What follows belongs to an exercise in optimizing a design on an open flow for small area and a short achievable clock period; a production flow would make more cautious choices. Where RTL was checked, it was by simulation tests only, not by an equivalence proof against the original. Function not checked in runs 3 to 7: the RTL went through the layout flow alone. Power figures rest on the tool's default switching activity, not on a simulated workload.

===== design.v =====
`timescale 1ns / 1ps
module gelu_lut_module (
    input                       clk,
    input                       rst_n,
    input                       in_valid,
    input      signed [15:0]    in_data,
    output reg                  out_valid,
    output reg signed [10:0]    out_data
);
    reg         v1, s1;
    reg  [9:0]  m1;
    wire [5:0]  c;
    wire [9:0]  xa = in_data[9:0];
    wire [5:0]  pos_lo = s1 ? 6'd0 : m1[5:0];
    wire [4:0]  pos_hi = s1 ? 5'd0 : {1'b0, m1[9:6]};
    wire [6:0]  dlo = {1'b0, pos_lo} - {1'b0, c};
    wire [4:0]  hi_m1 = pos_hi - 5'd1;
    wire [10:0] y = {dlo[6] ? hi_m1 : pos_hi, dlo[5:0]};
    always @(posedge clk or negedge rst_n)
        if (!rst_n) begin v1 <= 1'b0; out_valid <= 1'b0; end
        else begin v1 <= in_valid; out_valid <= v1; end
    always @(posedge clk) begin
        s1 <= in_data[10];
        m1 <= in_data[10] ? (~xa + 10'd1) : xa;
        out_data <= y;
    end
    gelu_c u_c (.a(m1), .y(c));
endmodule
module gelu_c (input [9:0] a, output [5:0] y);
  wire n17, n18, n19, n20, n21, n22, n23,
    n24, n25, n26, n27, n28, n29, n30, n31,
    n32, n33, n34, n35, n37, n38, n39, n40,
    n41, n42, n43, n44, n45, n46, n47, n48,
    n49, n51, n52, n53, n54, n55, n56, n57,
    n58, n59, n60, n61, n62, n63, n64, n65,
    n66, n67, n68, n69, n70, n71, n72, n73,
    n74, n75, n76, n77, n78, n79, n80, n81,
    n82, n83, n84, n85, n86, n87, n88, n89,
    n90, n91, n92, n93, n95, n96, n97, n98,
    n99, n100, n101, n102, n103, n104, n105,
    n106, n107, n108, n109, n110, n111, n112,
    n113, n114, n115, n116, n117, n118, n119,
    n120, n121, n122, n123, n124, n125, n126,
    n127, n128, n129, n130, n131, n132, n133,
    n134, n135, n137, n138, n139, n140, n141,
    n142, n143, n144, n145, n146, n147, n148,
    n149, n150, n151, n152, n153, n154, n155,
    n156, n157, n158, n159, n160, n161, n162,
    n163, n164, n165, n166, n167, n168, n169,
    n170, n171, n172, n173, n174, n175, n176,
    n177, n178, n179, n180, n181, n182, n183,
    n184, n185, n186, n187, n188, n189, n190,
    n191, n192, n193, n194, n195, n196, n197,
    n198, n199, n200, n201, n202, n203, n205,
    n206, n207, n208, n209, n210, n211, n212,
    n213, n214, n215, n216, n217, n218, n219,
    n220, n221, n222, n223, n224, n225, n226,
    n227, n228, n229, n230, n231, n232, n233,
    n234, n235, n236, n237, n238, n239, n240,
    n241, n242, n243, n244, n245, n246, n247,
    n248, n249, n250, n251, n252, n253, n254,
    n255, n256, n257, n258, n259, n260, n261,
    n262, n263, n264, n265, n266, n267, n268,
    n269, n270, n271, n272, n273, n274, n275,
    n276, n277, n278, n279, n280, n281, n282,
    n283, n284, n285, n286, n287, n288, n289,
    n290, n291, n292, n293, n294, n295, n296,
    n297, n298, n299, n300, n301;
  assign n17 = a[8] & a[7];
  assign n18 = ~a[8] & ~a[6];
  assign n19 = a[2] & a[1];
  assign n20 = ~a[3] & ~n19;
  assign n21 = a[4] & ~n20;
  assign n22 = ~a[8] & ~n21;
  assign n23 = a[1] & a[0];
  assign n24 = ~a[3] & ~n23;
  assign n25 = ~a[2] & n24;
  assign n26 = a[4] & ~n25;
  assign n27 = a[8] & n26;
  assign n28 = ~n22 & ~n27;
  assign n29 = ~a[5] & ~n28;
  assign n30 = a[8] & a[5];
  assign n31 = ~n29 & ~n30;
  assign n32 = a[6] & ~n31;
  assign n33 = ~n18 & ~n32;
  assign n34 = ~a[7] & ~n33;
  assign n35 = ~a[9] & ~n17;
  assign y[5] = ~n34 & n35;
  assign n37 = ~a[4] & n25;
  assign n38 = a[5] & ~n37;
  assign n39 = ~a[6] & ~n38;
  assign n40 = n34 & ~n39;
  assign n41 = ~a[3] & ~a[2];
  assign n42 = ~n24 & ~n41;
  assign n43 = a[4] & n42;
  assign n44 = a[8] & ~a[5];
  assign n45 = ~n43 & n44;
  assign n46 = a[6] & ~n45;
  assign n47 = a[7] & ~n18;
  assign n48 = ~n46 & n47;
  assign n49 = ~n40 & ~n48;
  assign y[4] = ~a[9] & ~n49;
  assign n51 = ~a[2] & ~a[1];
  assign n52 = ~a[0] & n51;
  assign n53 = a[3] & ~n52;
  assign n54 = a[4] & n53;
  assign n55 = a[5] & n54;
  assign n56 = ~a[7] & n18;
  assign n57 = ~n55 & n56;
  assign n58 = a[9] & ~n57;
  assign n59 = ~a[6] & ~n30;
  assign n60 = ~a[1] & ~a[0];
  assign n61 = a[2] & ~n60;
  assign n62 = ~a[3] & ~n61;
  assign n63 = ~a[4] & n62;
  assign n64 = ~a[8] & ~n63;
  assign n65 = ~a[5] & ~n64;
  assign n66 = ~a[3] & n51;
  assign n67 = a[8] & ~n66;
  assign n68 = a[4] & n67;
  assign n69 = ~a[4] & ~a[3];
  assign n70 = n52 & n69;
  assign n71 = ~n26 & ~n70;
  assign n72 = ~a[8] & ~n71;
  assign n73 = ~a[5] & ~n68;
  assign n74 = ~n72 & n73;
  assign n75 = n65 & ~n74;
  assign n76 = n59 & ~n75;
  assign n77 = ~n46 & ~n76;
  assign n78 = a[7] & ~n77;
  assign n79 = ~a[8] & ~a[4];
  assign n80 = a[3] & n61;
  assign n81 = ~a[4] & ~n80;
  assign n82 = a[8] & ~n81;
  assign n83 = ~n79 & ~n82;
  assign n84 = ~a[5] & ~n83;
  assign n85 = a[3] & ~n51;
  assign n86 = a[4] & n85;
  assign n87 = n38 & ~n86;
  assign n88 = n59 & ~n87;
  assign n89 = ~n84 & n88;
  assign n90 = ~n32 & ~n89;
  assign n91 = ~a[7] & ~n90;
  assign n92 = ~a[9] & ~n78;
  assign n93 = ~n91 & n92;
  assign y[3] = ~n58 & ~n93;
  assign n95 = n51 & n69;
  assign n96 = ~a[5] & n95;
  assign n97 = n57 & ~n96;
  assign n98 = a[9] & ~n97;
  assign n99 = ~a[4] & ~n42;
  assign n100 = n22 & ~n99;
  assign n101 = ~a[5] & ~n27;
  assign n102 = ~n100 & n101;
  assign n103 = ~a[8] & n69;
  assign n104 = ~n68 & ~n103;
  assign n105 = a[5] & ~n104;
  assign n106 = a[6] & ~n105;
  assign n107 = ~n102 & n106;
  assign n108 = ~a[5] & ~n82;
  assign n109 = n26 & ~n53;
  assign n110 = ~a[8] & a[3];
  assign n111 = ~n109 & n110;
  assign n112 = n108 & ~n111;
  assign n113 = a[3] & n19;
  assign n114 = ~a[4] & ~n113;
  assign n115 = ~n25 & n114;
  assign n116 = ~n86 & ~n115;
  assign n117 = ~a[8] & ~n116;
  assign n118 = ~n68 & ~n117;
  assign n119 = a[5] & ~n118;
  assign n120 = ~a[6] & ~n112;
  assign n121 = ~n119 & n120;
  assign n122 = ~a[7] & ~n107;
  assign n123 = ~n121 & n122;
  assign n124 = a[4] & n80;
  assign n125 = ~a[8] & ~n124;
  assign n126 = a[5] & ~n125;
  assign n127 = ~n27 & n126;
  assign n128 = ~n75 & ~n127;
  assign n129 = ~a[6] & ~n128;
  assign n130 = ~n30 & ~n65;
  assign n131 = n46 & ~n130;
  assign n132 = a[7] & ~n131;
  assign n133 = ~n129 & n132;
  assign n134 = ~a[9] & ~n123;
  assign n135 = ~n133 & n134;
  assign y[2] = n98 | n135;
  assign n137 = a[9] & ~a[7];
  assign n138 = a[6] & ~a[5];
  assign n139 = n125 & n138;
  assign n140 = a[5] & ~n54;
  assign n141 = ~a[2] & ~n23;
  assign n142 = a[3] & ~n141;
  assign n143 = a[4] & n142;
  assign n144 = ~a[8] & ~n95;
  assign n145 = ~n143 & n144;
  assign n146 = ~a[5] & ~n145;
  assign n147 = n59 & ~n140;
  assign n148 = ~n146 & n147;
  assign n149 = ~n139 & ~n148;
  assign n150 = n137 & ~n149;
  assign n151 = a[8] & n37;
  assign n152 = ~n20 & ~n113;
  assign n153 = ~n99 & n152;
  assign n154 = ~a[8] & ~n153;
  assign n155 = n101 & ~n154;
  assign n156 = a[5] & n104;
  assign n157 = ~n72 & n156;
  assign n158 = ~n155 & ~n157;
  assign n159 = ~n151 & ~n158;
  assign n160 = a[6] & ~n159;
  assign n161 = ~a[4] & a[2];
  assign n162 = a[4] & ~n62;
  assign n163 = ~n19 & n53;
  assign n164 = n162 & ~n163;
  assign n165 = ~n161 & ~n164;
  assign n166 = ~a[8] & ~n165;
  assign n167 = n108 & ~n166;
  assign n168 = a[4] & n66;
  assign n169 = ~a[0] & n66;
  assign n170 = ~a[4] & ~n169;
  assign n171 = a[8] & ~n168;
  assign n172 = ~n170 & n171;
  assign n173 = ~n41 & ~n85;
  assign n174 = a[4] & ~n173;
  assign n175 = ~a[3] & ~n141;
  assign n176 = ~n19 & ~n175;
  assign n177 = ~a[4] & ~n176;
  assign n178 = ~a[8] & ~n174;
  assign n179 = ~n177 & n178;
  assign n180 = a[5] & ~n172;
  assign n181 = ~n179 & n180;
  assign n182 = ~a[6] & ~n181;
  assign n183 = ~n167 & n182;
  assign n184 = ~a[7] & ~n183;
  assign n185 = ~n160 & n184;
  assign n186 = ~n74 & ~n127;
  assign n187 = a[8] & n95;
  assign n188 = ~n186 & ~n187;
  assign n189 = ~a[6] & ~n188;
  assign n190 = n64 & ~n162;
  assign n191 = a[3] & a[2];
  assign n192 = ~a[4] & ~n191;
  assign n193 = a[5] & ~n192;
  assign n194 = ~n190 & n193;
  assign n195 = ~n43 & ~n63;
  assign n196 = a[8] & ~n195;
  assign n197 = n65 & ~n196;
  assign n198 = a[6] & ~n194;
  assign n199 = ~n197 & n198;
  assign n200 = a[7] & ~n199;
  assign n201 = ~n189 & n200;
  assign n202 = ~a[9] & ~n185;
  assign n203 = ~n201 & n202;
  assign y[1] = n150 | n203;
  assign n205 = a[5] & n26;
  assign n206 = ~a[4] & ~n85;
  assign n207 = ~a[5] & ~n206;
  assign n208 = ~n124 & n207;
  assign n209 = ~n205 & ~n208;
  assign n210 = a[6] & ~n209;
  assign n211 = n140 & ~n206;
  assign n212 = ~n66 & n114;
  assign n213 = ~a[5] & ~n143;
  assign n214 = ~n212 & n213;
  assign n215 = ~n211 & ~n214;
  assign n216 = ~a[6] & ~n215;
  assign n217 = ~a[8] & n137;
  assign n218 = ~n210 & n217;
  assign n219 = ~n216 & n218;
  assign n220 = n81 & ~n175;
  assign n221 = a[5] & ~n109;
  assign n222 = ~n220 & n221;
  assign n223 = ~a[0] & n69;
  assign n224 = ~n19 & ~n51;
  assign n225 = ~n223 & ~n224;
  assign n226 = ~a[2] & n223;
  assign n227 = ~a[5] & ~n225;
  assign n228 = ~n226 & n227;
  assign n229 = ~a[8] & ~n228;
  assign n230 = ~n222 & n229;
  assign n231 = ~a[5] & ~n25;
  assign n232 = ~n142 & n231;
  assign n233 = ~n85 & ~n169;
  assign n234 = ~a[4] & ~n233;
  assign n235 = ~n143 & ~n168;
  assign n236 = ~n234 & n235;
  assign n237 = n87 & n236;
  assign n238 = a[8] & ~n232;
  assign n239 = ~n237 & n238;
  assign n240 = a[6] & ~n230;
  assign n241 = ~n239 & n240;
  assign n242 = ~n61 & n85;
  assign n243 = ~n60 & n174;
  assign n244 = ~n43 & ~n243;
  assign n245 = ~n242 & ~n244;
  assign n246 = ~n19 & ~n141;
  assign n247 = ~n60 & ~n246;
  assign n248 = ~a[3] & ~n247;
  assign n249 = a[3] & ~n246;
  assign n250 = ~a[4] & ~n249;
  assign n251 = ~n248 & n250;
  assign n252 = ~a[8] & ~n251;
  assign n253 = ~n245 & n252;
  assign n254 = a[8] & ~n236;
  assign n255 = ~n253 & ~n254;
  assign n256 = a[5] & ~n255;
  assign n257 = ~a[4] & ~a[1];
  assign n258 = ~a[2] & n53;
  assign n259 = a[2] & n60;
  assign n260 = n24 & ~n259;
  assign n261 = ~n113 & ~n260;
  assign n262 = ~n258 & n261;
  assign n263 = a[4] & ~n262;
  assign n264 = ~a[8] & ~n257;
  assign n265 = ~n263 & n264;
  assign n266 = n82 & n195;
  assign n267 = ~a[5] & ~n187;
  assign n268 = ~n266 & n267;
  assign n269 = ~n265 & n268;
  assign n270 = ~a[6] & ~n269;
  assign n271 = ~n256 & n270;
  assign n272 = ~a[7] & ~n241;
  assign n273 = ~n271 & n272;
  assign n274 = ~n62 & n114;
  assign n275 = ~n43 & ~n274;
  assign n276 = a[8] & ~n275;
  assign n277 = n65 & ~n276;
  assign n278 = ~n169 & n192;
  assign n279 = ~n43 & ~n278;
  assign n280 = a[8] & ~n279;
  assign n281 = ~n190 & ~n280;
  assign n282 = a[5] & ~n281;
  assign n283 = a[6] & ~n277;
  assign n284 = ~n282 & n283;
  assign n285 = n67 & ~n85;
  assign n286 = ~n53 & n170;
  assign n287 = ~a[8] & ~n26;
  assign n288 = ~n286 & n287;
  assign n289 = ~a[5] & ~n285;
  assign n290 = ~n288 & n289;
  assign n291 = n26 & ~n191;
  assign n292 = ~n66 & n206;
  assign n293 = ~n291 & ~n292;
  assign n294 = a[8] & ~n293;
  assign n295 = n126 & ~n294;
  assign n296 = ~a[6] & ~n290;
  assign n297 = ~n295 & n296;
  assign n298 = a[7] & ~n284;
  assign n299 = ~n297 & n298;
  assign n300 = ~a[9] & ~n299;
  assign n301 = ~n273 & n300;
  assign y[0] = n219 | n301;
endmodule

===== flow/run.sh =====
#!/bin/bash
set -euo pipefail
bash standard.sh ADDER_MAP_FILE= \
  "BUFFER_PORTS_ARGS=-buffer_cell sky130_fd_sc_hd__buf_1" \
  "CTS_ARGS=-sink_clustering_enable -repair_clock_nets -dont_use_dummy_load" \
  finish > run_make.log 2>&1

===== standard.sh =====
#!/bin/bash
# synth_recipe.tcl (not shown) runs the flow's synth.tcl, then flattens the netlist and writes it again
# the make line also repeats each setting of config.mk as NAME=value (left out here)
make -C /OpenROAD-flow-scripts/flow DESIGN_CONFIG=/design/flow/config.mk WORK_HOME=/design/flow/orfs CLKGATE_MAP_FILE= SYNTH_SCRIPT=/design/flow/synth_recipe.tcl "${@:-finish}"

===== config.mk =====
export PLATFORM = sky130hd
export DESIGN_NAME = gelu_lut_module
export DESIGN_NICKNAME = gelu_lut_module
export VERILOG_FILES = /design/flow/design.v
export SDC_FILE = /design/flow/constraint.sdc
export NUM_CORES = 4
export LEC_CHECK = 0
export ABC_AREA = 1
export CAP_MARGIN = 20
export CORE_MARGIN = 2
export CORE_UTILIZATION = 40
export SETUP_SLACK_MARGIN = 0
export SLEW_MARGIN = 20

===== constraint.sdc =====
create_clock -name core_clock -period 5.0 [get_ports {clk}]
set_input_delay 1.0000 -clock core_clock [delete_from_list [all_inputs] [get_ports {clk}]]
set_output_delay 1.0000 -clock core_clock [all_outputs]
set_load 0.01 [all_outputs]

==> out/metrics.cfg, run 1 <==
[setup_path]
r2r-end = out_data[9]$_DFF_P_
rrSetupSlack_ns = 2.30
startpoint = m1[5]$_DFF_P_
cpMostUsedCell = nand2_1
setup.worst_path.end = out_data[9]$_DFF_P_
path_cells = inv_1 -> nand2_1 -> inv_2 -> nand2_1 -> nand4_1 -> nand2_1 -> nand2_1 -> nand2_1 -> nand2_1 -> nand2_1 -> nand2_2 -> nor2_1 -> and2_4 -> nand2_4 -> nand2_4 -> nand2_1 -> nand2_1
crit_required_ns = 5.23
crit_path_start_kind = flip-flop
worst_path_max_delay_cell = dfxtp_1
crit_path_max_incr_delay_ns = 0.69
critical_path_class = flip-flop to flip-flop
path_max_fanout = 16
endpoint_kind = flip-flop
arrival_ns = 2.93
reg2reg_from = m1[5]$_DFF_P_
reg2reg_depth = 17

[drt]
drc = 0
drt_iter0_drc = 230
vias = 2611
vias_per_cell = 5.13
first_pass_iters = 5
drt-total-wl_um = 6130
avgRoutedWirePerCell_um = 12.0
ant_nets = 0

[cts]
clockBufferDepth = 2
tritoncts = yes
cts_buffers = 3
clk-insertion-delay-late_ns = 0.27
clk_pin_slew_ns = 0.09
post_cts_buffers = 0
htreeDepth = 1
numClockSinks = 24
postCtsHoldBufs = 0
cts_root_buf = clkbuf_8
cts_resized = 0

[global_route]
track_usage_pct = 20.7
grt_overflow = 0
grt_max_degree = 26
grt_antenna_before_repair = 0
first_global_vias = 2355
grt_pass1_wl_um = 10600

[timing]
worstMarginPinSlew_ns = 0.581
fin_crit_sh_pct = 54.1
maxSlewHeadroom_pct = 61.2
skew_ns = 0.0189
rsz0062_at_grt = no
period_needed_ns = 2.70
slew_violations = 0
fmax_ghz = 0.370
tns_ns = 0
finalHoldViolCount = 0
finalSetupViolCount = 0

[die]
core_um2 = 5540
rows = 27
dieArea_um2 = 6420
die_h_um = 80.2
initial_core_util_pct = 41.9
die_width_um = 80.2
num_io_pins = 31

[placement]
portBuffers = 25
placed_area_um2 = 2450
dp_hpwl_um = 4830
place.gp.congestion = 0.922

[synthesis]
syn_inst = 421
synth_top_family_by_area = simple AND/OR/NAND/NOR gates
ys_types = 36
synth_fa_ha_area_share_pct = 0
synth_top_cell_by_area = nand2_1
postSynthAreaPerCell_um2 = 5.51
synthTopCellsByArea = nand2_1 (25%), dfxtp_1 (19%), nand3_1 (11%)
synth.area.mux_share_pct = 0
synth-seq-cells = 24
synth_area_um2 = 2320
synth_nets = 440
yosys.area_share.simple_pct = 55.7
yosys.area.top_type_share_pct = 25.4
ys_seq_area_share_pct = 21.1
synth_compound_area_share_pct = 8.47
ys_warn_count = 1
synth_xor_area_share_pct = 4.15

[power]
sw_frac_of_total_pct = 45.5
clockPowerShare_pct = 14.3
p_comb_share_pct = 51.9
power_w = 0.000784
cell_internal_pwr_w = 0.000427
p_sw_w = 0.000356
p_leak_nw = 1.30
seq_power_share_pct = 33.8
vdd_ir_drop_max_mv = 0.124
power_density_nw_per_um2 = 315

[final_layout]
n_antenna_cell = 0
final_util_pct = 45.0
fin_area_um2 = 2490
nNetsFinal = 458
fillers = 637
drive_gt1_share_pct = 8.70
syn2layout_area_growth_pct = 7.39

[hold_path]
hp-class = flip-flop to flip-flop

[outcome]
status = no timing/DRC/antenna violations

[job]
maxCapViolations = 0

## final cells by class
class / instances / area, um2 / share of cell area, %
Clock buffer: 3 / 41.3 / 1.66
Inverter: 46 / 175 / 7.03
Multi-Input combinational cell: 337 / 1590 / 63.6
Sequential cell: 24 / 490 / 19.7
Tap cell: 72 / 90.1 / 3.62
Timing Repair Buffer: 27 / 109 / 4.37
## cells in the final DEF, fill, tap and decap left out, drive strengths merged
cell type	synthesis	final
a31oi	1	1
buf	11	27
a21oi	16	16
dfrtp	2	2
clkinv	3	3
nor3	3	3
nand3	56	56
and2	1	1
dfxtp	22	22
o21ai	12	12
nor2	51	51
clkbuf	3	3
nand3b	3	3
o31ai	1	1
o21bai	2	2
a22o	1	1
o211ai	1	1
xor2	6	6
nand4	6	6
nand2	171	171
or2	1	1
inv	43	43
xnor2	5	5
## stage by stage
step                std cells  hold slack (ns)  setup WS, ns
finish                    509            0.360          2.30
global route              509            0.370          2.00
CTS                       509            0.366          2.36
detailed placement        506            0.343          2.34
global placement          506            0.341          2.34
floorplan                 421            0.331          2.80
## power by group through the flow
stage          clock [W]  combinational (W)  sequential [W]
2_1_floorplan          0           0.000307        0.000273
3_3_place_gp           0           0.000403        0.000269
3_5_place_dp           0           0.000404        0.000269
4_1_cts         0.000120           0.000405        0.000265
5_1_grt         0.000125           0.000467        0.000271
6_report        0.000112           0.000407        0.000265
## worst min-delay path by stage
stage                      start             endpoint  slack (ns)  cells after the start
global placement    v1$_DFF_PN0_  out_valid$_DFF_PN0_        0.34                      0
CTS                 v1$_DFF_PN0_  out_valid$_DFF_PN0_        0.37                      0
finish              v1$_DFF_PN0_  out_valid$_DFF_PN0_        0.36                      0
detailed placement  v1$_DFF_PN0_  out_valid$_DFF_PN0_        0.34                      0
global route        v1$_DFF_PN0_  out_valid$_DFF_PN0_        0.37                      0
floorplan           v1$_DFF_PN0_  out_valid$_DFF_PN0_        0.33                      0
## sequential cells by signal (all words and copies together) (netlist names)
register / count
out_data: 11
m1: 10
out_valid: 1
s1: 1
v1: 1
## cells in the mapped netlist
cell type	number
nand2_4	2
buf_4	1
and2_4	1
or2_1	1
nand2_2	12
a21oi_4	1
a21oi_1	15
o21bai_1	2
dfrtp_1	2
buf_1	2
o21ai_0	7
nand2_1	157
nor3_1	3
o31ai_1	1
buf_2	8
inv_4	1
o211ai_1	1
nand3b_2	1
nand3_1	52
inv_1	35
xnor2_1	5
clkinv_1	3
a22o_1	1
nand3_2	4
nand4_1	6
xor2_1	6
nor2_4	2
nor2_2	2
clkbuf_2	2
dfxtp_1	22
a31oi_1	1
o21ai_1	5
nor2_1	47
inv_2	7
nand3b_1	2
clkbuf_1	1
## critical path, delay by kind of cell, from the launching register on
family / cells / cell delay (ns)
buffers and inverters: 2 / 0.50
flip-flops: 1 / 0.69
AND/OR/NAND/NOR: 15 / 1.47
## metal layers
layer | GRT usage [%] | vias up | wire, um
met1 | 29.2 | 1112 | 2840
met3 | 2.58 | 21 | 449
met4 | 8.31 | 0 | 196
met2 | 31.8 | 115 | 2640
met5 | 0 | - | 0
li1 | - | 1363 | -
## logic make-up after synthesis
family                    Yosys count
xor gates and xnor gates           11
buffers and inverters              60
AOI/OAI and AO/OA                  34
DFF                                24
and+or+nand+nor                   292
==> inputs of run 2 (changes only) <==
--- a/config.mk
+++ b/config.mk
@@ -9,5 +9,5 @@
 export CAP_MARGIN = 20
 export CORE_MARGIN = 2
 export CORE_UTILIZATION = 40
-export SETUP_SLACK_MARGIN = 0
+export SETUP_SLACK_MARGIN = 2.6
 export SLEW_MARGIN = 20
==> run 2 against run 1 <==
Compared with the run above:
- non-clock buffer count grew 23
- sequential power hardly changed
- combinational power increased by 18%
- sequential share of layout area is 1.7 points lower
- clock power about the same
- core utilization grew 6.1 points
- highest routed layer unchanged
==> out/metrics.cfg, run 2 <==
[setup_path]
crit_required_ns = 5.18
cpMostUsedCell = nand2_1
path_cells = buf_12 -> nor2_4 -> nand2_4 -> nand3_2 -> nand2_1 -> inv_2 -> nand2_1 -> nand4_1 -> nand2_1 -> nand2_1 -> nand2_1 -> nand2_1 -> nand2_1 -> nand2_2 -> nor2_2 -> and2_4 -> nand2_4 -> nand2_4 -> nand2_1 -> nand2_1
arrival_ns = 2.45
critical_path_class = flip-flop to flip-flop
path_max_fanout = 7
crit_path_max_incr_delay_ns = 0.39
crit_path_start_kind = flip-flop
endpoint_kind = flip-flop
worst_path_max_delay_cell = dfxtp_4

[drt]
first_pass_iters = 5
vias_per_cell = 5.24
drc = 0
ant_nets = 0
avgRoutedWirePerCell_um = 12.6
vias = 2799
drt_iter0_drc = 377
drt-total-wl_um = 6750

[placement]
dp_hpwl_um = 4830
place.gp.congestion = 0.922
portBuffers = 25
placed_area_um2 = 2450

[timing]
rsz0062_at_grt = yes
skew_ns = 0.0187
fmax_ghz = 0.440
finalHoldViolCount = 0
hold_ws_ns = 0.361
worstMarginPinSlew_ns = 0.392
slew_violations = 0
maxSlewHeadroom_pct = 73.9
finalSetupViolCount = 0
period_needed_ns = 2.27
fin_crit_sh_pct = 45.5
tns_ns = 0

[synthesis]
synth_top_cell_by_area = nand2_1
syn_inst = 421
synth_ff_type = dfxtp_1
yosysMostFrequentCell = nand2_1
ys_warn_count = 1
ys_types = 36
synth_edf_count = 0
ys_seq_area_share_pct = 21.1
synth-seq-cells = 24
synth_common_cells = nand2_1 (157), nand3_1 (52), nor2_1 (47)
async_flop_share_pct = 8.33
synth_area_um2 = 2320
yosys.area.top_type_share_pct = 25.4
postSynthAreaPerCell_um2 = 5.51
synth_nets = 440
synthTopCellsByArea = nand2_1 (25%), dfxtp_1 (19%), nand3_1 (11%)

[outcome]
status = no timing/DRC/antenna violations

[cts]
cts_root_buf = clkbuf_8
cts_buffers = 3
postCtsHoldBufs = 0
tritoncts = yes
numClockSinks = 24
clockBufferDepth = 2
clk-insertion-delay-late_ns = 0.27
htreeDepth = 1
clk_pin_slew_ns = 0.09

[die]
num_io_pins = 31
dieArea_um2 = 6420
initial_core_util_pct = 41.9
die_h_um = 80.2
rows = 27
die_width_um = 80.2
core_um2 = 5540

[global_route]
grt_antenna_before_repair = 0
grt_overflow = 0
first_global_vias = 2396
grt_max_degree = 26
grt_pass1_wl_um = 10700
track_usage_pct = 21.0

[final_layout]
layout_common_cells = nand2_1 (148), nand3_1 (47), nor2_1 (42)
n_antenna_cell = 0
reg.largest.list = out_data: 11 flops, m1: 10 flops
fin_area_um2 = 2830
layout_commonest_cell = nand2_1
top_register = out_data
nNetsFinal = 483
largest_register_ffs = 11
syn2layout_area_growth_pct = 22.0
final_util_pct = 51.1
drive_gt1_share_pct = 19.9

[power]
power_density_nw_per_um2 = 303
p_leak_nw = 1.43
power_w = 0.000856
vdd_ir_drop_max_mv = 0.137

[hold_path]
hp-class = flip-flop to flip-flop

[job]
maxCapViolations = 0

## run 2: cell types whose count changed in the layout (fill, tap and decap cells not counted), sizes merged
| cell | delta |
|---|---|
| clkinvlp | +6 |
| clkinv | -1 |
| buf | +23 |
| inv | -3 |
## run 2: what timing repair did
item	in CTS	in global routing
buffers inserted	5	18
gates resized for setup	4	41
pin swaps	0	4
cloned	0	2
setup endpoints to repair	9	10
## run 2: area by class of cell
| cell class | count | area, um2 |
|---|---|---|
| clock buffer | 3 | 41.3 |
| fill | 604 | 2710 |
| inverter | 46 | 190 |
| multi-input combinational | 337 | 1670 |
| sequential | 24 | 508 |
| tap | 72 | 90.1 |
| timing repair buffer | 50 | 319 |
| timing repair inverter | 2 | 15.0 |
## run 2: kinds of logic after synthesis
logic type | count (synthesis) | share of synthesized area [%]
AOI/OAI and AO/OA | 34 | 8.47
xor gates and xnor gates | 11 | 4.15
buffers and inverters | 60 | 10.5
DFF | 24 | 21.1
and+or+nand+nor | 292 | 55.7
## run 2: power breakdown
group          internal [W]  leakage [nW]  switching (W)  total [W]
clock network     0.0000539        0.0216      0.0000586   0.000113
registers          0.000236         0.210      0.0000290   0.000265
logic              0.000180          1.20       0.000299   0.000479
total              0.000470          1.43       0.000387   0.000856
## run 2: metrics by stage
step	worst slack (ns)	cells
6_report	2.73	534
5_1_grt	2.56	534
4_1_cts	2.61	514
3_5_place_dp	2.34	506
3_3_place_gp	2.34	506
2_1_floorplan	2.80	421
## run 2: per-layer routing
metal	wire [um]	share of wire [%]	global-route usage, %
met1	2980	44	29.4
met2	2910	43	31.9
met3	595	8.8	2.70
met4	260	3.9	9.32
met5	0	0	0
## run 2: critical path: cells and delay by family, from the launching register on
kind	cells	cell delay (ns)
buffers and inverters	2	0.20
flip-flops	1	0.39
AND/OR/NAND/NOR	18	1.61
## run 2: final timing paths
kind / startpoint / endpoint / slack [ns] / cells after the start
setup / recovery: m1[3]$_DFF_P_ / out_data[9]$_DFF_P_ / 2.73 / 20
hold / removal: v1$_DFF_PN0_ / out_valid$_DFF_PN0_ / 0.36 / 0
setup reg to reg: m1[3]$_DFF_P_ / out_data[9]$_DFF_P_ / 2.73 / 20
hold reg to reg: v1$_DFF_PN0_ / out_valid$_DFF_PN0_ / 0.36 / 0
max in group asynchronous: rst_n / out_valid$_DFF_PN0_ / 4.39 / 1
min in group asynchronous: rst_n / v1$_DFF_PN0_ / 0.49 / 1
==> inputs of run 3 (changes only) <==
--- a/design.v
+++ b/design.v
@@ -11,6 +11,11 @@
     reg  [9:0]  m1;
     wire [5:0]  c;
     wire [9:0]  xa = in_data[9:0];
+    wire [9:0]  lowor;
+    genvar gi;
+    generate for (gi = 0; gi < 10; gi = gi + 1) begin : g_or
+        assign lowor[gi] = |xa[gi:0];
+    end endgenerate
     wire [5:0]  pos_lo = s1 ? 6'd0 : m1[5:0];
     wire [4:0]  pos_hi = s1 ? 5'd0 : {1'b0, m1[9:6]};
     wire [6:0]  dlo = {1'b0, pos_lo} - {1'b0, c};
@@ -21,7 +26,7 @@
         else begin v1 <= in_valid; out_valid <= v1; end
     always @(posedge clk) begin
         s1 <= in_data[10];
-        m1 <= in_data[10] ? (~xa + 10'd1) : xa;
+        m1 <= xa ^ ({10{in_data[10]}} & {lowor[8:0], 1'b0});
         out_data <= y;
     end
     gelu_c u_c (.a(m1), .y(c));
--- a/config.mk
+++ b/config.mk
@@ -9,5 +9,4 @@
 export CAP_MARGIN = 20
 export CORE_MARGIN = 2
 export CORE_UTILIZATION = 40
-export SETUP_SLACK_MARGIN = 2.6
 export SLEW_MARGIN = 20
==> run 3 against run 2 <==
Compared with the run above:
- combinational power is about 10% lower
- routed wire length shrank 5.3%
- worst hold slack got worse by 0.0032 ns
- highest routed layer unchanged
- clock-buffer cell count is the same
==> out/metrics.cfg, run 3 <==
[final_layout]
nNetsFinal = 453
layout_common_cells = nand2_1 (142), nand3_1 (49), nor2_1 (44)
top_register = out_data
layout_commonest_cell = nand2_1
reg.largest.list = out_data: 11 flops, m1: 10 flops
syn2layout_area_growth_pct = 5.95
multi_input_area_um2 = 1720
largest_register_ffs = 11
drive_gt1_share_pct = 15.3
n_antenna_cell = 0
seq_area_um2 = 490
fillers = 642

[timing]
fmax_ghz = 0.345
tns_ns = 0
worstMarginPinSlew_ns = 0.813
period_needed_ns = 2.90
maxSlewHeadroom_pct = 45.7
finalHoldViolCount = 0
fin_crit_sh_pct = 57.9
finalSetupViolCount = 0
rsz0062_at_grt = no
slew_violations = 0
skew_ns = 0.00351
fin_ws_ns = 2.10

[placement]
place.gp.congestion = 0.934
portBuffers = 25
pre_cts_slack_ns = 2.20
dp_hpwl_um = 4950

[drt]
vias_per_cell = 5.15
ant_nets = 0
avgRoutedWirePerCell_um = 12.6
drc = 0
vias = 2612
first_pass_iters = 5
drt-total-wl_um = 6390
drt_iter0_drc = 242

[die]
die_width_um = 82.4
initial_core_util_pct = 41.5
dieArea_um2 = 6790
rows = 28
die_h_um = 82.4
core_um2 = 5920
num_io_pins = 31

[cts]
cts_root_buf = clkbuf_8
clk-insertion-delay-late_ns = 0.26
tritoncts = yes
clk_pin_slew_ns = 0.08
postCtsHoldBufs = 0
cts_buffers = 3
post_cts_buffers = 0
numClockSinks = 24
clockBufferDepth = 2
cts_resized = 0
htreeDepth = 1

[setup_path]
rrSetupSlack_ns = 2.10
reg2reg_depth = 15
crit_path_start_kind = flip-flop
arrival_ns = 3.06
path_max_fanout = 20
r2r-end = out_data[9]$_DFF_P_
reg2reg_from = m1[8]$_DFF_P_
endpoint_kind = flip-flop
crit_required_ns = 5.17
startpoint = m1[8]$_DFF_P_
critical_path_class = flip-flop to flip-flop

[synthesis]
ys_seq_area_share_pct = 19.9
synth-seq-cells = 24
synth_ff_type = dfxtp_1
ys_warn_count = 1
ys_types = 38
postSynthAreaPerCell_um2 = 5.90
yosys.area.top_type_share_pct = 21.7
synth_area_um2 = 2460
syn_inst = 417
yosysMostFrequentCell = nand2_1
synthTopCellsByArea = nand2_1 (22%), dfxtp_1 (18%), nand3_1 (10%)
synth_top_cell_by_area = nand2_1
synth_common_cells = nand2_1 (142), nand3_1 (49), nor2_1 (44)
synth_edf_count = 0
synth_nets = 436
async_flop_share_pct = 8.33

[global_route]
first_global_vias = 2480
grt_overflow = 0
grt_max_degree = 21
grt_antenna_before_repair = 0
grt_pass1_wl_um = 11200
track_usage_pct = 21.0

[hold_path]
hold_path_depth = 0
hold_end = out_valid$_DFF_PN0_
hp-start = v1$_DFF_PN0_
hp-class = flip-flop to flip-flop

[outcome]
status = no timing/DRC/antenna violations

[job]
maxCapViolations = 0

[power]
power_w = 0.000815
power_density_nw_per_um2 = 313
vdd_ir_drop_max_mv = 0.149
p_leak_nw = 1.33

## run 3: cell count changes in the layout (fill, tap and decap cells not counted), moves of 4 or more
| cell | previous run | this run |
|---|---|---|
| nand2_1 | 148 | 142 |
| inv_2 | 7 | 12 |
| dfxtp_4 | 4 | 0 |
| a21oi_1 | 15 | 10 |
| inv_1 | 32 | 26 |
| nand3_2 | 9 | 15 |
| clkinvlp_4 | 6 | 0 |
| o21ai_0 | 7 | 11 |
| buf_4 | 22 | 1 |
| dfxtp_1 | 16 | 22 |
## run 3: critical path, stage by stage, from the launching register on
cell,delay [ns]
dfxtp_1,0.86
inv_1,0.50
o21ai_2,0.23
nand3_1,0.13
nand2_1,0.11
nand2_1,0.05
nand2_1,0.05
nand3_1,0.10
nand3_2,0.13
nand3_2,0.15
nand3_2,0.14
nand2_4,0.08
nand2_4,0.10
nand2_4,0.07
nand2_1,0.06
nand2_1,0.04
## run 3: where the power goes
| part | internal [W] | switching (W) | leakage (nW) |
|---|---|---|---|
| Clock | 0.0000539 | 0.0000597 | 0.0216 |
| Combinational | 0.000143 | 0.000285 | 1.10 |
| Sequential | 0.000235 | 0.0000380 | 0.209 |
| Total | 0.000432 | 0.000383 | 1.33 |
## run 3: kinds of logic (layout without fill, tap and decap cells)
family | count (synthesis) | count (layout) | share of synthesized area (%)
AO/OA/AOI/OAI | 35 | 35 | 8.09
XOR/XNOR | 10 | 10 | 3.56
buffers and inverters | 56 | 71 | 10.2
flip-flops | 24 | 24 | 19.9
AND/OR/NAND/NOR | 292 | 292 | 58.2
## run 3: how the worst max path moves through the flow
stage               slack (ns)  depth (start not counted)                  end
global route              1.82                         16  out_data[5]$_DFF_P_
floorplan                 2.90                          7        m1[9]$_DFF_P_
CTS                       2.15                         16  out_data[9]$_DFF_P_
detailed placement        2.20                         16  out_data[9]$_DFF_P_
finish                    2.10                         15  out_data[9]$_DFF_P_
global placement          2.18                         17  out_data[8]$_DFF_P_
## run 3: per-layer routing
layer / up-vias / global-route usage, % / part of all wire, %
li1: 1361 / - / -
met1: 1132 / 28.4 / 46
met2: 99 / 34.1 / 45
met3: 20 / 3.15 / 5.9
met4: 0 / 6.50 / 2.7
met5: - / 0 / 0
## run 3: through the flow
| stage | instance area (um2) | hold slack [ns] | utilization, % | instances |
|---|---|---|---|---|
| after floorplan | 2460 | 0.331 | - | 417 |
| after global placement | 2560 | 0.338 | 43.3 | 504 |
| after detailed placement | 2560 | 0.340 | 43.3 | 504 |
| after CTS | 2610 | 0.361 | 44.0 | 507 |
| after global routing | 2610 | 0.375 | 44.0 | 507 |
| final | 2610 | 0.357 | 44.0 | 507 |
## run 3: cell type report
class                      instances  area share (%)
multi-input combinational        337            66.0
sequential                        24            18.8
inverter                          42            6.14
timing repair buffer              26            3.89
tap                               75            3.60
clock buffer                       3            1.58
==> inputs of run 4 (changes only) <==
--- a/config.mk
+++ b/config.mk
@@ -6,7 +6,7 @@
 export NUM_CORES = 4
 export LEC_CHECK = 0
 export ABC_AREA = 1
-export CAP_MARGIN = 20
+export CAP_MARGIN = 80
 export CORE_MARGIN = 2
 export CORE_UTILIZATION = 40
-export SLEW_MARGIN = 20
+export SLEW_MARGIN = 80
==> run 4 against run 3 <==
Compared with the run above:
- still clean on timing, DRC and antenna
- global-route usage rose by 0.38 points
- register-to-register slack improved by 0.54 ns
- combinational power rose by 1%
- total power rose by 0.90%
- worst setup slack improved by 0.54 ns
- via count barely moved
- clock-buffer cell count did not move
- first-iteration DRC count fell by 2.5%
- routed wire length rose by 1.3%
- clock power barely moved
- clock skew fell by 0.00063 ns
- largest power group unchanged
==> out/metrics.cfg, run 4 <==
[timing]
maxSlewHeadroom_pct = 81.2
slew_violations = 0
fin_crit_sh_pct = 47.1
tns_ns = 0
finalSetupViolCount = 0
worstMarginPinSlew_ns = 0.281
finalHoldViolCount = 0
fmax_ghz = 0.425
period_needed_ns = 2.35
rsz0062_at_grt = no
fin_ws_ns = 2.65
skew_ns = 0.00288

[synthesis]
ys_types = 38
synthTopCellsByArea = nand2_1 (22%), dfxtp_1 (18%), nand3_1 (10%)
synth_top_cell_by_area = nand2_1
yosys.area.top_type_share_pct = 21.7
synth_ff_type = dfxtp_1
ys_seq_area_share_pct = 19.9
yosysMostFrequentCell = nand2_1
synth_nets = 436
synth_common_cells = nand2_1 (142), nand3_1 (49), nor2_1 (44)
synth_area_um2 = 2460
synth-seq-cells = 24
synth_edf_count = 0
postSynthAreaPerCell_um2 = 5.90
async_flop_share_pct = 8.33
ys_warn_count = 1
syn_inst = 417

[cts]
post_cts_buffers = 0
numClockSinks = 24
htreeDepth = 1
clk-insertion-delay-late_ns = 0.26
clk_pin_slew_ns = 0.08
postCtsHoldBufs = 0
tritoncts = yes
clockBufferDepth = 2
cts_resized = 0
cts_root_buf = clkbuf_8
cts_buffers = 3

[final_layout]
top_register = out_data
reg.largest.list = out_data: 11 flops, m1: 10 flops
drive_gt1_share_pct = 19.2
layout_commonest_cell = nand2_1
layout_common_cells = nand2_1 (142), nand3_1 (49), nor2_1 (44)
final_util_pct = 44.7
largest_register_ffs = 11
nNetsFinal = 454
syn2layout_area_growth_pct = 7.63
fin_area_um2 = 2650
n_antenna_cell = 0

[drt]
drt_iter0_drc = 236
ant_nets = 0
avgRoutedWirePerCell_um = 12.7
vias_per_cell = 5.15
drc = 0
drt-total-wl_um = 6470
first_pass_iters = 5
vias = 2614

[setup_path]
endpoint_kind = flip-flop
critical_path_class = flip-flop to flip-flop
crit_path_start_kind = flip-flop
r2r-end = out_data[5]$_DFF_P_
worst_path_max_delay_cell = dfxtp_2
path_cells = nor2_4 -> clkbuf_2 -> nand2_4 -> inv_2 -> nor2_2 -> nand2_1 -> nand3_1 -> nand2_1 -> nand2_1 -> nand3_1 -> nand3_2 -> nand2_1 -> nand2_2 -> nand2_2 -> nor2_1 -> nand3_1 -> nand3_1 -> nand2_1
crit_required_ns = 5.17
crit_path_max_incr_delay_ns = 0.49
arrival_ns = 2.52
reg2reg_depth = 18
path_max_fanout = 9
reg2reg_from = m1[2]$_DFF_P_
rrSetupSlack_ns = 2.65
cpMostUsedCell = nand2_1

[power]
seq_power_share_pct = 33.4
power_density_nw_per_um2 = 310
power_w = 0.000822
clockPowerShare_pct = 13.8
p_sw_w = 0.000386
vdd_ir_drop_max_mv = 0.143
p_comb_share_pct = 52.8
sw_frac_of_total_pct = 47.0
p_leak_nw = 1.34
cell_internal_pwr_w = 0.000436

[global_route]
first_global_vias = 2503
grt_pass1_wl_um = 11400
grt_overflow = 0
track_usage_pct = 21.4
grt_antenna_before_repair = 0
grt_max_degree = 21

[placement]
dp_hpwl_um = 5010
place.gp.congestion = 0.934
pre_cts_slack_ns = 2.65
portBuffers = 25
placed_area_um2 = 2600

[hold_path]
hp-start = v1$_DFF_PN0_
hold_end = out_valid$_DFF_PN0_
hold_path_depth = 0
hp-class = flip-flop to flip-flop

[die]
core_um2 = 5920
rows = 28
die_h_um = 82.4
num_io_pins = 31
initial_core_util_pct = 41.5
dieArea_um2 = 6790
die_width_um = 82.4

[job]
maxCapViolations = 0

[outcome]
status = no timing/DRC/antenna violations

-- run 4: cell counts after synthesis --
No cell type changed its count.
-- run 4: cells by family (layout without fill, tap and decap cells) --
kind of cell	after synthesis	after routing	synth area share (%)
AOI/OAI and AO/OA	35	35	8.09
xor gates and xnor gates	10	10	3.56
buffers and inverters	56	72	10.2
DFF	24	24	19.9
and+or+nand+nor	292	292	58.2
-- run 4: cell type report --
cell class	instances	area [um2]
Fill cell	645	3270
Multi-Input combinational cell	337	1720
Sequential cell	24	508
Inverter	42	173
Timing Repair Buffer	27	108
Tap cell	75	93.8
Clock buffer	3	41.3
-- run 4: critical path, delay by kind of cell (launching register included) --
| kind | cells | cell delay (ns) |
|---|---|---|
| and+or+nand+nor | 16 | 1.56 |
| buffers and inverters | 2 | 0.21 |
| DFF | 1 | 0.49 |
-- run 4: worst max path at each step --
stage / startpoint / to / slack, ns / cells past startpoint
6_report: m1[2]$_DFF_P_ / out_data[5]$_DFF_P_ / 2.65 / 18
5_1_grt: m1[2]$_DFF_P_ / out_data[5]$_DFF_P_ / 2.37 / 18
4_1_cts: m1[4]$_DFF_P_ / out_data[6]$_DFF_P_ / 2.69 / 17
3_5_place_dp: in_data[1] / m1[9]$_DFF_P_ / 2.65 / 8
3_3_place_gp: m1[8]$_DFF_P_ / out_data[8]$_DFF_P_ / 2.18 / 17
2_1_floorplan: in_data[1] / m1[9]$_DFF_P_ / 2.90 / 7
-- run 4: per-stage QoR --
| step | instances | hold WS [ns] |
|---|---|---|
| floorplan | 417 | 0.331 |
| global placement | 504 | 0.338 |
| detailed placement | 504 | 0.340 |
| CTS | 507 | 0.361 |
| global route | 508 | 0.374 |
| finish | 508 | 0.357 |
-- run 4: layer usage --
layer / up-vias / GRT usage (%) / part of all wire [%]
met5: - / 0 / 0
li1: 1367 / - / -
met2: 93 / 34.7 / 45
met1: 1136 / 28.6 / 46
met3: 18 / 3.59 / 6.0
met4: 0 / 7.00 / 2.9
-- run 4: power by group through the flow --
stage	combinational, W	clock [W]	sequential (W)
after floorplan	0.000340	0	0.000272
after detailed placement	0.000429	0	0.000279
after CTS	0.000431	0.000119	0.000275
final	0.000434	0.000114	0.000275
after global placement	0.000425	0	0.000276
after global routing	0.000499	0.000126	0.000283
==> inputs of run 5 (changes only) <==
--- a/config.mk
+++ b/config.mk
@@ -6,7 +6,8 @@
 export NUM_CORES = 4
 export LEC_CHECK = 0
 export ABC_AREA = 1
-export CAP_MARGIN = 80
+export CAP_MARGIN = 70
 export CORE_MARGIN = 2
 export CORE_UTILIZATION = 40
-export SLEW_MARGIN = 80
+export SETUP_SLACK_MARGIN = 2.75
+export SLEW_MARGIN = 70
==> run 5 against run 4 <==
Compared with the run above:
- sequential share of layout area decreased by 2.6 points
- final area increased by 17%
- largest power group unchanged
- via count increased by 8.3%
- non-clock buffer count increased by 22
- still clean
- core utilization increased by 7.6 points
- sequential cell count unchanged
- final cell count increased by 4.3%
- die area unchanged
- sequential power about the same
- total power increased by 13%
- fmax increased by 8.8%
- combinational power increased by 25%
==> out/metrics.cfg, run 5 <==
[outcome]
status = no timing/DRC/antenna violations

[cts]
clk-insertion-delay-late_ns = 0.27
numClockSinks = 24
cts_buffers = 3
htreeDepth = 1
tritoncts = yes
clockBufferDepth = 2
cts_root_buf = clkbuf_8
clk_pin_slew_ns = 0.08

[setup_path]
critical_path.top_delay_family = simple AND/OR/NAND/NOR gates
crit_path_max_incr_delay_ns = 0.39
endpoint_kind = flip-flop
path_cells = nor2_4 -> buf_8 -> nand2_8 -> nand3_4 -> nand2_1 -> nor2_1 -> nand2_1 -> nand2_1 -> nand2_1 -> nand2_1 -> nand3_2 -> nand3_4 -> nand2_4 -> nand2_4 -> nand2_2 -> nor2_2 -> nand3_2 -> nand3_2 -> nand2_1
setup.worst_path.end = out_data[5]$_DFF_P_
path_depth = 19
r2r-end = out_data[5]$_DFF_P_
crit_path_start_kind = flip-flop
startpoint = m1[3]$_DFF_P_
cpMostUsedCell = nand2_1
arrival_ns = 2.33
worst_path_max_delay_cell = dfxtp_4
critical_path_class = flip-flop to flip-flop
worst-path-buf-inv = 1
path_max_fanout = 6
reg2reg_from = m1[3]$_DFF_P_
crit_required_ns = 5.16
rrSetupSlack_ns = 2.84
reg2reg_depth = 19

[synthesis]
synthTopCellsByArea = nand2_1 (22%), dfxtp_1 (18%), nand3_1 (10%)
synth_top_family_by_area = simple AND/OR/NAND/NOR gates
synth_common_cells = nand2_1 (142), nand3_1 (49), nor2_1 (44)
synth_ff_type = dfxtp_1
synth.area.mux_share_pct = 0
synth_nets = 436
synth_fa_ha_area_share_pct = 0
ys_types = 38
synth-seq-cells = 24
synth_area_um2 = 2460
yosysMostFrequentCell = nand2_1
yosys.area.top_type_share_pct = 21.7
synth_top_cell_by_area = nand2_1
async_flop_share_pct = 8.33
ys_warn_count = 1
synth_xor_area_share_pct = 3.56
synth_compound_area_share_pct = 8.09
ys_seq_area_share_pct = 19.9
postSynthAreaPerCell_um2 = 5.90
yosys.area_share.simple_pct = 58.2
syn_inst = 417
synth_edf_count = 0

[power]
p_comb_share_pct = 58.5
seq_power_share_pct = 29.4
clockPowerShare_pct = 12.1
power_density_nw_per_um2 = 299
p_sw_w = 0.000436
power_w = 0.000926
p_leak_nw = 1.50
cell_internal_pwr_w = 0.000490
vdd_ir_drop_max_mv = 0.140
sw_frac_of_total_pct = 47.1

[global_route]
grt_overflow = 0
first_global_vias = 2473
grt_pass1_wl_um = 11300
grt_max_degree = 21
track_usage_pct = 21.4
grt_antenna_before_repair = 0

[die]
die_h_um = 82.4
num_io_pins = 31
dieArea_um2 = 6790
rows = 28
core_um2 = 5920
initial_core_util_pct = 41.5
die_width_um = 82.4

[final_layout]
layout_common_cells = nand2_1 (124), nand3_1 (45), nor2_1 (38)
syn2layout_area_growth_pct = 25.9
layout_commonest_cell = nand2_1
reg.largest.list = out_data: 11 flops, m1: 10 flops
fillers = 600
drive_gt1_share_pct = 28.8
multi_input_area_um2 = 1960
n_antenna_cell = 0
final_util_pct = 52.3
top_register = out_data
nNetsFinal = 476
seq_area_um2 = 513
largest_register_ffs = 11

[timing]
skew_ns = 0.00327
rsz0062_at_grt = yes
fin_crit_sh_pct = 43.3
worstMarginPinSlew_ns = 0.387
fmax_ghz = 0.462
tns_ns = 0
period_needed_ns = 2.16
hold_ws_ns = 0.357
finalHoldViolCount = 0
maxSlewHeadroom_pct = 74.2
finalSetupViolCount = 0
slew_violations = 0

[drt]
ant_nets = 0
vias = 2831
met2_length_um = 3410
drc = 0
top_layer = met4
drt-total-wl_um = 7060
vias_per_cell = 5.34
drt_iter0_drc = 256
met1_length_um = 2940
first_pass_iters = 5
avgRoutedWirePerCell_um = 13.3
wl_met3_um = 502

[placement]
portBuffers = 25
place.gp.congestion = 0.934
dp_hpwl_um = 4960

[job]
maxCapViolations = 0

[hold_path]
hp-class = flip-flop to flip-flop
hp-start = v1$_DFF_PN0_

## run 5: changes by cell type in the layout (fill, tap and decap cells not counted), sizes merged
| cell | delta |
|---|---|
| clkinvlp | +2 |
| buf | +22 |
| inv | +1 |
| clkinv | -3 |
## run 5: how the worst min path moves through the flow
| stage | slack, ns | cells past startpoint | endpoint |
|---|---|---|---|
| CTS | 0.36 | 0 | out_valid$_DFF_PN0_ |
| global placement | 0.34 | 0 | out_valid$_DFF_PN0_ |
| global route | 0.37 | 0 | out_valid$_DFF_PN0_ |
| floorplan | 0.33 | 0 | out_valid$_DFF_PN0_ |
| finish | 0.36 | 0 | out_valid$_DFF_PN0_ |
| detailed placement | 0.34 | 0 | out_valid$_DFF_PN0_ |
## run 5: cell families (layout without fill, tap and decap cells)
group	count (synthesis)	after routing
compound gates	35	35
xor+xnor	10	10
buf+inv	56	94
flops	24	24
simple gates	292	292
## run 5: layout make-up
| type | instances | share of cell area (%) |
|---|---|---|
| multi-input combinational | 337 | 63.4 |
| inverter | 42 | 6.22 |
| timing repair buffer | 49 | 9.41 |
| tap | 75 | 3.03 |
| sequential | 24 | 16.6 |
| clock buffer | 3 | 1.33 |
## run 5: stage by stage
step                      std cells  setup WS [ns]  cell area, um2
final                           530           2.84            3100
after CTS                       509           2.75            2660
after detailed placement        504           2.54            2570
after floorplan                 417           2.90            2460
after global routing            530           2.66            3100
after global placement          504           2.18            2560
## run 5: timing repair
item,CTS,global route
hold buffers,0,0
setup buffers,2,21
endpoints found under the setup margin,9,10
pin swaps,0,28
gates resized for setup,10,70
## run 5: routing by layer
metal,track usage [%],vias to the layer above
li1,-,1415
met1,27.7,1271
met2,35.9,123
met3,4.13,22
met4,6.00,0
met5,0,-
## run 5: power groups by stage
stage               registers [W]  clock network [W]  logic (W)
floorplan                0.000272                  0   0.000340
global placement         0.000276                  0   0.000425
detailed placement       0.000278                  0   0.000426
CTS                      0.000274           0.000121   0.000433
global route             0.000279           0.000127   0.000604
finish                   0.000272           0.000112   0.000542
==> inputs of run 6 (changes only) <==
--- a/design.v
+++ b/design.v
@@ -5,30 +5,24 @@
     input                       in_valid,
     input      signed [15:0]    in_data,
     output reg                  out_valid,
-    output reg signed [10:0]    out_data
+    output     signed [10:0]    out_data
 );
     reg         v1, s1;
     reg  [9:0]  m1;
+    reg  [9:0]  p2;
+    reg  [5:0]  c2;
     wire [5:0]  c;
     wire [9:0]  xa = in_data[9:0];
-    wire [9:0]  lowor;
-    genvar gi;
-    generate for (gi = 0; gi < 10; gi = gi + 1) begin : g_or
-        assign lowor[gi] = |xa[gi:0];
-    end endgenerate
-    wire [5:0]  pos_lo = s1 ? 6'd0 : m1[5:0];
-    wire [4:0]  pos_hi = s1 ? 5'd0 : {1'b0, m1[9:6]};
-    wire [6:0]  dlo = {1'b0, pos_lo} - {1'b0, c};
-    wire [4:0]  hi_m1 = pos_hi - 5'd1;
-    wire [10:0] y = {dlo[6] ? hi_m1 : pos_hi, dlo[5:0]};
     always @(posedge clk or negedge rst_n)
         if (!rst_n) begin v1 <= 1'b0; out_valid <= 1'b0; end
         else begin v1 <= in_valid; out_valid <= v1; end
     always @(posedge clk) begin
         s1 <= in_data[10];
-        m1 <= xa ^ ({10{in_data[10]}} & {lowor[8:0], 1'b0});
-        out_data <= y;
+        m1 <= in_data[10] ? (~xa + 10'd1) : xa;
+        p2 <= s1 ? 10'd0 : m1;
+        c2 <= c;
     end
+    assign out_data = {1'b0, p2} - {5'd0, c2};
     gelu_c u_c (.a(m1), .y(c));
 endmodule
 module gelu_c (input [9:0] a, output [5:0] y);
--- a/config.mk
+++ b/config.mk
@@ -6,8 +6,8 @@
 export NUM_CORES = 4
 export LEC_CHECK = 0
 export ABC_AREA = 1
-export CAP_MARGIN = 70
+export CAP_MARGIN = 20
 export CORE_MARGIN = 2
 export CORE_UTILIZATION = 40
-export SETUP_SLACK_MARGIN = 2.75
-export SLEW_MARGIN = 70
+export SETUP_SLACK_MARGIN = 0
+export SLEW_MARGIN = 20
==> run 6 against run 5 <==
Compared with the run above:
- largest cell class unchanged
- sequential cell count increased by 5
- core utilization decreased by 7.4 points
- combinational power decreased by 33%
- critical path type is now flip-flop to primary output
- clock power increased by 46%
- final cell count decreased by 7.9%
==> out/metrics.cfg, run 6 <==
[cts]
cts_root_buf = clkbuf_8
numClockSinks = 29
htreeDepth = 2
post_cts_buffers = 0
clk-insertion-delay-late_ns = 0.28
postCtsHoldBufs = 0
clockBufferDepth = 2
tritoncts = yes
cts_buffers = 5
cts_resized = 0
clk_pin_slew_ns = 0.05

[drt]
drc = 0
first_pass_iters = 6
vias_per_cell = 5.17
drt_iter0_drc = 168
avgRoutedWirePerCell_um = 12.5
vias = 2525
drt-total-wl_um = 6080
ant_nets = 0

[setup_path]
startpoint = p2[0]$_SDFF_PP0_
path_cells = nor2_1 -> o21ai_0 -> inv_1 -> nor2_1 -> a21oi_1 -> o21ai_0 -> xnor2_1 -> buf_1
worst-path-buf-inv = 2
critical_path.top_delay_family = compound AO/OA/AOI/OAI gates
crit_required_ns = 4.00
crit_path_start_kind = flip-flop
reg2reg_from = m1[8]$_DFF_P_
critical_path_class = flip-flop to primary output
worst_path_max_delay_cell = o21ai_0
endpoint_kind = primary output
crit_path_max_incr_delay_ns = 0.44
path_max_fanout = 4
arrival_ns = 1.91

[synthesis]
synth_area_um2 = 2340
postSynthAreaPerCell_um2 = 5.84
synth_edf_count = 0
synth_ff_type = dfxtp_1
synth_top_cell_by_area = dfxtp_1
synth-seq-cells = 29
yosysMostFrequentCell = nand2_1
async_flop_share_pct = 6.90
yosys.area.top_type_share_pct = 23.1
synth_nets = 420
syn_inst = 401
synth_common_cells = nand2_1 (136), nor2_1 (55), inv_1 (33)
synthTopCellsByArea = dfxtp_1 (23%), nand2_1 (22%), nor2_1 (8.8%)
ys_warn_count = 1
ys_types = 37
ys_seq_area_share_pct = 25.2

[global_route]
grt_antenna_before_repair = 0
grt_max_degree = 24
grt_overflow = 0
first_global_vias = 2233
track_usage_pct = 19.9
grt_pass1_wl_um = 10200

[die]
dieArea_um2 = 6490
core_um2 = 5570
rows = 27
die_h_um = 80.5
die_width_um = 80.5
initial_core_util_pct = 42.0
num_io_pins = 31

[final_layout]
drive_gt1_share_pct = 8.17
nNetsFinal = 437
n_antenna_cell = 0
layout_commonest_cell = nand2_1
fillers = 603
syn2layout_area_growth_pct = 6.78
reg.largest.list = m1: 10 flops, p2: 10 flops, c2: 6 flops
layout_common_cells = nand2_1 (136), nor2_1 (55), inv_1 (33)
fin_area_um2 = 2500

[placement]
placed_area_um2 = 2430
portBuffers = 25
dp_hpwl_um = 4630
pre_cts_slack_ns = 2.36
place.gp.congestion = 0.938

[timing]
period_needed_ns = 2.91
fin_ws_ns = 2.09
fmax_ghz = 0.344
tns_ns = 0
slew_violations = 0
skew_ns = 0.00945
worstMarginPinSlew_ns = 0.970
finalSetupViolCount = 0
fin_crit_sh_pct = 58.2
rsz0062_at_grt = no
finalHoldViolCount = 0
hold_ws_ns = 0.359
maxSlewHeadroom_pct = 35.2

[power]
p_leak_nw = 1.27
power_w = 0.000828
power_density_nw_per_um2 = 331
vdd_ir_drop_max_mv = 0.153

[outcome]
status = no timing/DRC/antenna violations

[hold_path]
hp-class = flip-flop to flip-flop
hp-start = v1$_DFF_PN0_

[job]
maxCapViolations = 0

==> run 6: cell type report <==
type	instances	area, um2	area share, %
Multi-Input combinational cell	316	1500	60.0
Clock buffer	5	68.8	2.75
Tap cell	72	90.1	3.60
Sequential cell	29	591	23.6
Inverter	41	156	6.25
Timing Repair Buffer	25	93.8	3.75
==> run 6: power breakdown <==
| group | switching (W) | internal (W) |
|---|---|---|
| clock network | 0.0000740 | 0.0000889 |
| logic | 0.000235 | 0.000128 |
| registers | 0.0000436 | 0.000259 |
| total | 0.000353 | 0.000476 |
==> run 6: cell families after synthesis <==
kind of cell / synth area share [%]
buffers and inverters: 10.7
XOR/XNOR: 5.98
AO/OA/AOI/OAI: 11.7
flip-flops: 25.2
AND/OR/NAND/NOR: 46.5
==> run 6: metal layers <==
| layer | routed length [um] | GRT usage (%) | share of wire (%) |
|---|---|---|---|
| met1 | 2620 | 25.3 | 43 |
| met2 | 2820 | 33.8 | 46 |
| met5 | 0 | 0 | 0 |
| met3 | 480 | 3.37 | 7.9 |
| met4 | 155 | 6.95 | 2.5 |
==> run 6: through the flow <==
| stage | cells | utilization [%] |
|---|---|---|
| after floorplan | 401 | - |
| after global placement | 483 | 43.7 |
| after detailed placement | 483 | 43.7 |
| after CTS | 488 | 44.9 |
| after global routing | 488 | 44.9 |
| final | 488 | 44.9 |
==> run 6: final timing paths <==
kind	to	slack [ns]	depth (start not counted)
worst min register to register	out_valid$_DFF_PN0_	0.36	0
max in group asynchronous	v1$_DFF_PN0_	4.38	1
worst max-delay path	out_data[5]	2.09	8
worst max register to register	c2[1]$_DFF_P_	2.60	9
min in group asynchronous	out_valid$_DFF_PN0_	0.50	1
worst min-delay path	out_valid$_DFF_PN0_	0.36	0
==> inputs of run 7 (changes only) <==
--- a/config.mk
+++ b/config.mk
@@ -9,5 +9,5 @@
 export CAP_MARGIN = 20
 export CORE_MARGIN = 2
 export CORE_UTILIZATION = 40
-export SETUP_SLACK_MARGIN = 0
+export SETUP_SLACK_MARGIN = 2.8
 export SLEW_MARGIN = 20
==> run 7 against run 6 <==
Compared with the run above:
- critical path depth up 1
- via count is 1.8% higher
- global-route usage rose by 1.7 points
- fmax increased by 3.6%
- register-to-register slack better by 0.43 ns
- die area unchanged
- synthesized cell count unchanged
==> out/metrics.cfg, run 7 <==
[die]
dieArea_um2 = 6490
initial_core_util_pct = 42.0
rows = 27
die_width_um = 80.5
num_io_pins = 31
die_h_um = 80.5
core_um2 = 5570

[drt]
drt-total-wl_um = 6510
vias_per_cell = 5.15
avgRoutedWirePerCell_um = 13.1
first_pass_iters = 5
drt_iter0_drc = 203
ant_nets = 0
drc = 0
vias = 2571

[final_layout]
n_antenna_cell = 0
layout_commonest_cell = nand2_1
layout.cells.non_filler = 499
reg.largest.list = m1: 10 flops, p2: 10 flops, c2: 6 flops
fin_area_um2 = 2760
nNetsFinal = 448
syn2layout_area_growth_pct = 17.9
fillers = 586
drive_gt1_share_pct = 20.8
layout_common_cells = nand2_1 (133), nor2_1 (50), nand3_1 (32)

[timing]
fmax_ghz = 0.356
finalHoldViolCount = 0
tns_ns = 0
slew_violations = 0
worstMarginPinSlew_ns = 0.516
finalSetupViolCount = 0
rsz0062_at_grt = yes
skew_ns = 0.00636
hold_ws_ns = 0.358
maxSlewHeadroom_pct = 65.6
fin_crit_sh_pct = 56.1
period_needed_ns = 2.81

[cts]
clk_pin_slew_ns = 0.05
clk-insertion-delay-late_ns = 0.27
numClockSinks = 29
cts_buffers = 5
tritoncts = yes
clockBufferDepth = 2
htreeDepth = 2
postCtsHoldBufs = 0
cts_root_buf = clkbuf_8

[synthesis]
yosys.area.top_type_share_pct = 23.1
synth_nets = 420
syn_inst = 401
synth_common_cells = nand2_1 (136), nor2_1 (55), inv_1 (33)
synth_area_um2 = 2340
synth_fa_ha_area_share_pct = 0
synth_top_family_by_area = simple AND/OR/NAND/NOR gates
synth_top_cell_by_area = dfxtp_1
postSynthAreaPerCell_um2 = 5.84
ys_warn_count = 1
synth_xor_area_share_pct = 5.98
synth_edf_count = 0
ys_types = 37
async_flop_share_pct = 6.90
yosys.area_share.simple_pct = 46.4
synth.area.mux_share_pct = 0
synth_compound_area_share_pct = 11.7
synthTopCellsByArea = dfxtp_1 (23%), nand2_1 (22%), nor2_1 (8.8%)
ys_seq_area_share_pct = 25.2
synth-seq-cells = 29
yosysMostFrequentCell = nand2_1
synth_ff_type = dfxtp_1

[placement]
dp_hpwl_um = 4790
placed_area_um2 = 2480
placed_cells = 483
place.gp.congestion = 0.940
portBuffers = 25

[power]
power_w = 0.000925
vdd_ir_drop_max_mv = 0.157
p_leak_nw = 1.37
power_density_nw_per_um2 = 335

[global_route]
grt_overflow = 0
grt_pass1_wl_um = 10800
first_global_vias = 2391
track_usage_pct = 21.7
grt_max_degree = 24
grt_antenna_before_repair = 0

[setup_path]
path_cells = inv_2 -> or2_4 -> nand2_4 -> nor2_4 -> a21oi_2 -> nand2_1 -> or2_4 -> o21ai_4 -> buf_6
path_max_fanout = 5
endpoint_kind = primary output
crit_path_start_kind = flip-flop
crit_required_ns = 4.00
cpMostUsedCell = or2_4
arrival_ns = 1.81
crit_path_max_incr_delay_ns = 0.32
critical_path_class = flip-flop to primary output
worst_path_max_delay_cell = dfxtp_2

[hold_path]
hp-class = flip-flop to flip-flop

[job]
maxCapViolations = 0

[outcome]
status = no timing/DRC/antenna violations

-- run 7: cell counts after synthesis --
Identical to the previous run, type by type.
-- run 7: per-stage QoR --
stage / util, % / worst slack [ns]
after floorplan: - / 2.66
after global placement: 44.5 / 2.43
after detailed placement: 44.5 / 2.40
after CTS: 48.2 / 2.21
after global routing: 49.6 / 2.10
final: 49.6 / 2.19
-- run 7: path summary, 6_finish.rpt --
| check | slack [ns] | from | to | cells past startpoint |
|---|---|---|---|---|
| worst max-delay path | 2.19 | p2[4]$_SDFF_PP0_ | out_data[9] | 9 |
| worst min-delay path | 0.36 | v1$_DFF_PN0_ | out_valid$_DFF_PN0_ | 0 |
| worst max register to register | 3.03 | m1[4]$_DFF_P_ | c2[0]$_DFF_P_ | 11 |
| worst min register to register | 0.36 | v1$_DFF_PN0_ | out_valid$_DFF_PN0_ | 0 |
| max in group asynchronous | 4.38 | rst_n | out_valid$_DFF_PN0_ | 1 |
| min in group asynchronous | 0.50 | rst_n | v1$_DFF_PN0_ | 1 |
-- run 7: critical path, delay by kind of cell, from the launching register on --
family / cells / cell delay [ns]
buffers and inverters: 2 / 0.14
AO/OA/AOI/OAI: 2 / 0.33
flip-flops: 1 / 0.32
AND/OR/NAND/NOR: 5 / 0.75
-- run 7: final cells by class --
| class | count | area, um2 | area share, % |
|---|---|---|---|
| Clock buffer | 5 | 68.8 | 2.49 |
| Inverter | 41 | 158 | 5.70 |
| Timing Repair Buffer | 36 | 214 | 7.74 |
| Sequential cell | 29 | 609 | 22.0 |
| Multi-Input combinational cell | 316 | 1620 | 58.8 |
| Tap cell | 72 | 90.1 | 3.26 |
-- run 7: what timing repair did --
item | in CTS | in global routing
pin swaps | 4 | 6
setup endpoints to repair | 15 | 15
buffers inserted | 7 | 4
resized for setup | 26 | 26
endpoints found under the hold margin | 0 | 0
-- run 7: cells by family (layout without fill, tap and decap cells) --
kind of cell	after synthesis	count (layout)
compound gates	48	48
xor+xnor	16	16
buf+inv	56	82
flops	29	29
simple gates	252	252
-- run 7: metal layers --
metal  share of wire (%)  track usage (%)  wire [um]
met4                 4.5             10.8        294
met5                   0                0          0
met1                  41             27.1       2700
met2                  46             35.2       3010
met3                 7.8             4.27        505
-- run 7: where the power goes --
group          internal (W)  total (W)  switching [W]
combinational      0.000186   0.000454       0.000268
sequential         0.000262   0.000310      0.0000482
clock             0.0000889   0.000161      0.0000724

-- port drivers added, routing unchanged --
The flow's constraints put no driver on any port. The routed layouts listed below were extracted and timed again, unchanged, in two steps. Step 1 (the two cells are an assumption about what drives the block):
set clk [get_ports {clk}]
set_driving_cell -lib_cell sky130_fd_sc_hd__clkbuf_16 $clk
set_driving_cell -lib_cell sky130_fd_sc_hd__buf_2 [delete_from_list [all_inputs] $clk]
Step 2 moves the port delays by t, midway between the first and last clock arrival at a register: inputs arrive t later, outputs are due t later. That takes back most of the time a late clock gives input paths. a / b / c = no drivers / after step 1 / after step 2; a / b = the first two.
run | shift t [ns] | slack for setup (ns) | worst slew at a driven data input, ns
run 1 | 0.292 | 2.295 / 2.295 / 2.295 | 0.03
run 2 | 0.292 | 2.727 / 2.727 / 2.564 | 0.03
run 3 | 0.292 | 2.104 / 2.104 / 2.104 | 0.03
run 4 | 0.291 | 2.646 / 2.646 / 2.646 | 0.03
run 5 | 0.293 | 2.836 / 2.836 / 2.738 | 0.03
run 6 | 0.301 | 2.092 / 2.064 / 2.365 | 0.03
run 7 | 0.297 | 2.194 / 2.168 / 2.465 | 0.03
After both steps every run listed still meets setup and hold. The setup slack of run 2, which loses most, moves by 0.000 ns with the drivers and by -0.163 ns with both steps.
